This design comes from an exercise in tuning for small area on the open sky130 flow, not from production work.
Only simulation tests tie the RTL to the original design; equivalence was not proved.
The flow treats the clock pin as an ideal source, which a real chip does not have.
No activity file was given, so power comes from the tool's default toggle rates.

## SDR_tx_rx_ctr
module SDR_tx_rx_ctr(
	input clk,
	input rst,
	input [20:0] tod_h,
	input [10:0] tod_l,
	input TEST_EN,
	output tx_rx_switch,
	output [7:0] read_addr_0,
	input read_ram0_en,
	input [31:0] read_data_0,
	input [9:0] data_addr_in,
	input [9:0] freq_addr_in,
	output reg [9:0] data_addr_out,
	output reg [9:0] freq_addr_out,
	output reg [31:0] Tl_r,
	output reg [15:0] Tr,
	output PTT,
	output AD_SHDN,
	output reg led1
	);
reg [3:0] ra;
reg [31:0] Tl;
reg [15:0] Tx_hi;
reg [9:0] Tx_lo;
reg [9:0] Tx_rn;           
reg st_idle, st_tx;        
reg sw;
reg [24:0] lfsr;
assign read_addr_0 = {4'd0, ra};
assign tx_rx_switch = sw;
assign PTT = sw;
assign AD_SHDN = 1'b0;
function [10:0] addp1;
	input [9:0] a, b;
	integer i;
	reg c;
	begin
		c = 1'b1;
		for (i = 0; i < 10; i = i + 1) begin
			addp1[i] = a[i] ^ b[i] ^ c;
			c = (a[i] & b[i]) | (c & (a[i] ^ b[i]));
		end
		addp1[10] = c;
	end
endfunction
wire ra_10 = ra[3] & ra[1];
wire ld_tl = (ra == 4'd2);
wire ld_tx = ra[2] & !ra[1] & ra[0];
always @(posedge clk or posedge rst)
	if (rst)
		ra <= 4'd0;
	else if (!read_ram0_en)
		ra <= 4'd0;
	else if (!ra_10)
		ra <= {ra[3] | (ra[2] & ra[1] & ra[0]), ra[2] ^ (ra[1] & ra[0]), ra[1] ^ ra[0], !ra[0]};
always @(posedge clk or posedge rst)
	if (rst) begin
		Tl <= 32'd0;
		Tx_hi <= 16'd0;
		Tx_lo <= 10'd0;
  ...
Size: ~470 cells after synthesis, roughly 170 flip-flops, about 170 I/O pins, roughly 6700 um^2 of cells after synthesis.
==> flow/config.mk <==
export PLATFORM = sky130hd
export DESIGN_NAME = SDR_tx_rx_ctr
export DESIGN_NICKNAME = SDR_tx_rx_ctr
export VERILOG_FILES = /design/flow/design.v
export SDC_FILE = /design/flow/constraint.sdc
export NUM_CORES = 4
export LEC_CHECK = 0
export CAP_MARGIN = 10
export CORE_MARGIN = 2
export CORE_UTILIZATION = 75
export PLACE_DENSITY = 0.85
export SLEW_MARGIN = 10
==> flow/constraint.sdc <==
create_clock -name core_clock -period 10.0 [get_ports {clk}]
set_input_delay 2.0000 -clock core_clock [delete_from_list [all_inputs] [get_ports {clk}]]
set_output_delay 2.0000 -clock core_clock [all_outputs]
set_load 0.01 [all_outputs]
standard.sh (not shown) runs the stock make flow with config.mk's settings and CLKGATE_MAP_FILE= SYNTH_SCRIPT=/design/flow/synth_recipe.tcl, a recipe that flattens the netlist after the stock synthesis.
==> flow/flow/run.sh <==
#!/bin/bash
# Own layout flow, area-oriented.
#  1. Synthesis: the standard synthesis script (synth_recipe.tcl) with
#     ABC_AREA=1, SYNTH_ARGS=-noabc (no early "abc -fast" inside yosys synth,
#     so the ripple adders keep their polarity when full adders are
#     extracted), and ABC's area script replaced by one of flow/abc_*.script,
#     with a few cells kept out of ABC's mapping only (mux2 and some o*ai
#     cells, which ABC tends to pair with extra inverters). Each recipe
#     (script x cell set) is tried in a scratch folder and the one giving the
#     smallest synthesised area is then run for real through standard.sh.
#  2. the standard layout (standard.sh finish), with ports buffered by
#     buf_1 and a clock tree of clkbuf_4 without dummy loads; leaf buffers
#     whose flip-flop clock slew would be high are upsized (flow/post_cts.tcl);
#     one tie cell drives all constant outputs.
# Each tool run's output goes to a log file in this folder.
set -euo pipefail
W=$PWD
DU=$(make -s -C $FLOW_HOME DESIGN_CONFIG=$W/config.mk WORK_HOME=$W/orfs_q print-DONT_USE_CELLS | sed 's/^DONT_USE_CELLS = //')
rm -rf $W/orfs_q
X2="sky130_fd_sc_hd__mux2_1 sky130_fd_sc_hd__mux2_2 sky130_fd_sc_hd__mux2i_1 sky130_fd_sc_hd__o22ai_1 sky130_fd_sc_hd__o221ai_1 sky130_fd_sc_hd__o21ai_0"
X3="$X2 sky130_fd_sc_hd__o21ai_1 sky130_fd_sc_hd__o32ai_1"
for s in $W/flow/abc_*.script; do
  n=$(basename $s .script)
  mkdir -p $W/scripts_$n
  cp -r $FLOW_HOME/scripts/. $W/scripts_$n/
  cp $s $W/scripts_$n/abc_area.script
done
# the make command of standard.sh, in a scratch WORK_HOME
grep '^make ' standard.sh > $W/make_line.txt
try() { # name scriptdir xdu
  sed "s|WORK_HOME=[^ ]*|WORK_HOME=$W/try_$1|" $W/make_line.txt > $W/try_$1.sh
  set +e
  bash -c "set -euo pipefail; $(cat $W/try_$1.sh)" _ SCRIPTS_DIR=$2 ABC_AREA=1 SYNTH_ARGS=-noabc "DONT_USE_CELLS=$DU $3" synth > $W/try_$1.log 2>&1
  set -e
}
recipes=()
for s in $W/flow/abc_*.script; do
  n=$(basename $s .script)
  recipes+=("${n}_x2|$W/scripts_$n|$X2" "${n}_x3|$W/scripts_$n|$X3")
done
i=0
for r in "${recipes[@]}"; do
  IFS='|' read -r name dir xdu <<< "$r"
  try $name $dir "$xdu" &
  i=$((i+1))
  if (( i % ${NUM_CORES:-4} == 0 )); then wait; fi
done
wait
best=""; bestarea=""
for r in "${recipes[@]}"; do
  IFS='|' read -r name dir xdu <<< "$r"
  a=$(grep -h "Chip area" $W/try_$name/reports/*/SDR_tx_rx_ctr/base/synth_stat.txt 2>/dev/null | awk '{print $NF}' || true)
  echo "recipe $name area ${a:-failed}" >> $W/recipes.log
  if [[ -n "$a" ]] && { [[ -z "$bestarea" ]] || awk "BEGIN{exit !($a < $bestarea)}"; }; then best=$r; bestarea=$a; fi
done
echo "best $best $bestarea" >> $W/recipes.log
IFS='|' read -r name dir xdu <<< "$best"
rm -rf $W/try_*/objects $W/try_*/results
bash standard.sh SCRIPTS_DIR=$dir ABC_AREA=1 SYNTH_ARGS=-noabc "DONT_USE_CELLS=$DU $xdu" synth > $W/synth_make.log 2>&1
grep -h "Chip area" $W/orfs/reports/*/SDR_tx_rx_ctr/base/synth_stat.txt >> $W/recipes.log
bash standard.sh \
  "BUFFER_PORTS_ARGS=-buffer_cell sky130_fd_sc_hd__buf_1" \
  "CTS_ARGS=-sink_clustering_enable -repair_clock_nets -dont_use_dummy_load -buf_list sky130_fd_sc_hd__clkbuf_4" \
  POST_CTS_TCL=$W/flow/post_cts.tcl \
  SKIP_REPAIR_TIE_FANOUT=1 \
  finish > $W/flow_make.log 2>&1
==> flow/flow/post_cts.tcl <==
estimate_parasitics -placement
array set worst {}
foreach pin [all_registers -clock_pins] {
  set net [get_nets -of_objects $pin]
  set drv [get_cells -of_objects [lindex [get_pins -of_objects $net -filter "direction==output"] 0]]
  set name [get_full_name $drv]
  set s [get_property $pin slew_max]
  if {![info exists worst($name)] || $s > $worst($name)} { set worst($name) $s }
}
set changed 0
foreach name [array names worst] {
  set ref [get_property [get_cells $name] ref_name]
  if {$worst($name) > 0.095 && $ref eq "sky130_fd_sc_hd__clkbuf_4"} {
    puts "post_cts: $name ($ref) worst sink slew $worst($name) -> clkbuf_8"
    replace_cell [get_cells $name] sky130_fd_sc_hd__clkbuf_8
    incr changed
  }
}
if {$changed} {
  detailed_placement
  check_placement -verbose
  estimate_parasitics -placement
}
Other scripts of this flow, unchanged in this note and not shown: flow/flow/abc_b3.script, flow/flow/abc_c5.script, flow/flow/abc_d1.script, flow/flow/abc_d7.script
Change:
--- a/flow/flow/post_cts.tcl
+++ b/flow/flow/post_cts.tcl
@@ -11,5 +11,5 @@
 foreach name [array names worst] {
   set ref [get_property [get_cells $name] ref_name]
-  if {$worst($name) > 0.095 && $ref eq "sky130_fd_sc_hd__clkbuf_4"} {
+  if {$worst($name) > 0.10 && $ref eq "sky130_fd_sc_hd__clkbuf_4"} {
     puts "post_cts: $name ($ref) worst sink slew $worst($name) -> clkbuf_8"
     replace_cell [get_cells $name] sky130_fd_sc_hd__clkbuf_8
CORE_UTILIZATION = 80   (was 75)
PLACE_DENSITY = 0.88   (was 0.85)
Design area stays flat.
Synthesized cell count does not change.
Final cell count drops by 0.39%.
Worst hold slack stays flat.
Total power climbs by 3.7%.
Critical path depth does not change.
Die area drops by 6.0%.

==> separate check: timing with driven ports <==
No port has a modelled driver above. Below, the same layouts with a new extraction and two added sets of constraints. Step 1 assumes that a clkbuf_16 drives the clock port and a buf_2 every other input. Step 2 adds t to the input delays and takes it off the output delays; t is the mean of the earliest and latest rising clock arrival at the registers after step 1. Input paths then give back, and output paths get back, about the clock's delay inside the block. Slacks: ideal / step 1 / step 2; pairs: ideal / step 1.
run | t (ns) | setup WS [ns] | worst register clock-pin slew, ns
the first run | 0.560 | 3.427 / 3.439 / 2.879 | 0.10 / 0.10
the second run | 0.603 | 2.417 / 2.424 / 1.822 | 0.12 / 0.12
After both steps setup and hold are still met in every run listed. For the second run, which loses most, drivers alone change the setup slack by +0.007 ns; drivers and shift together by -0.595 ns.
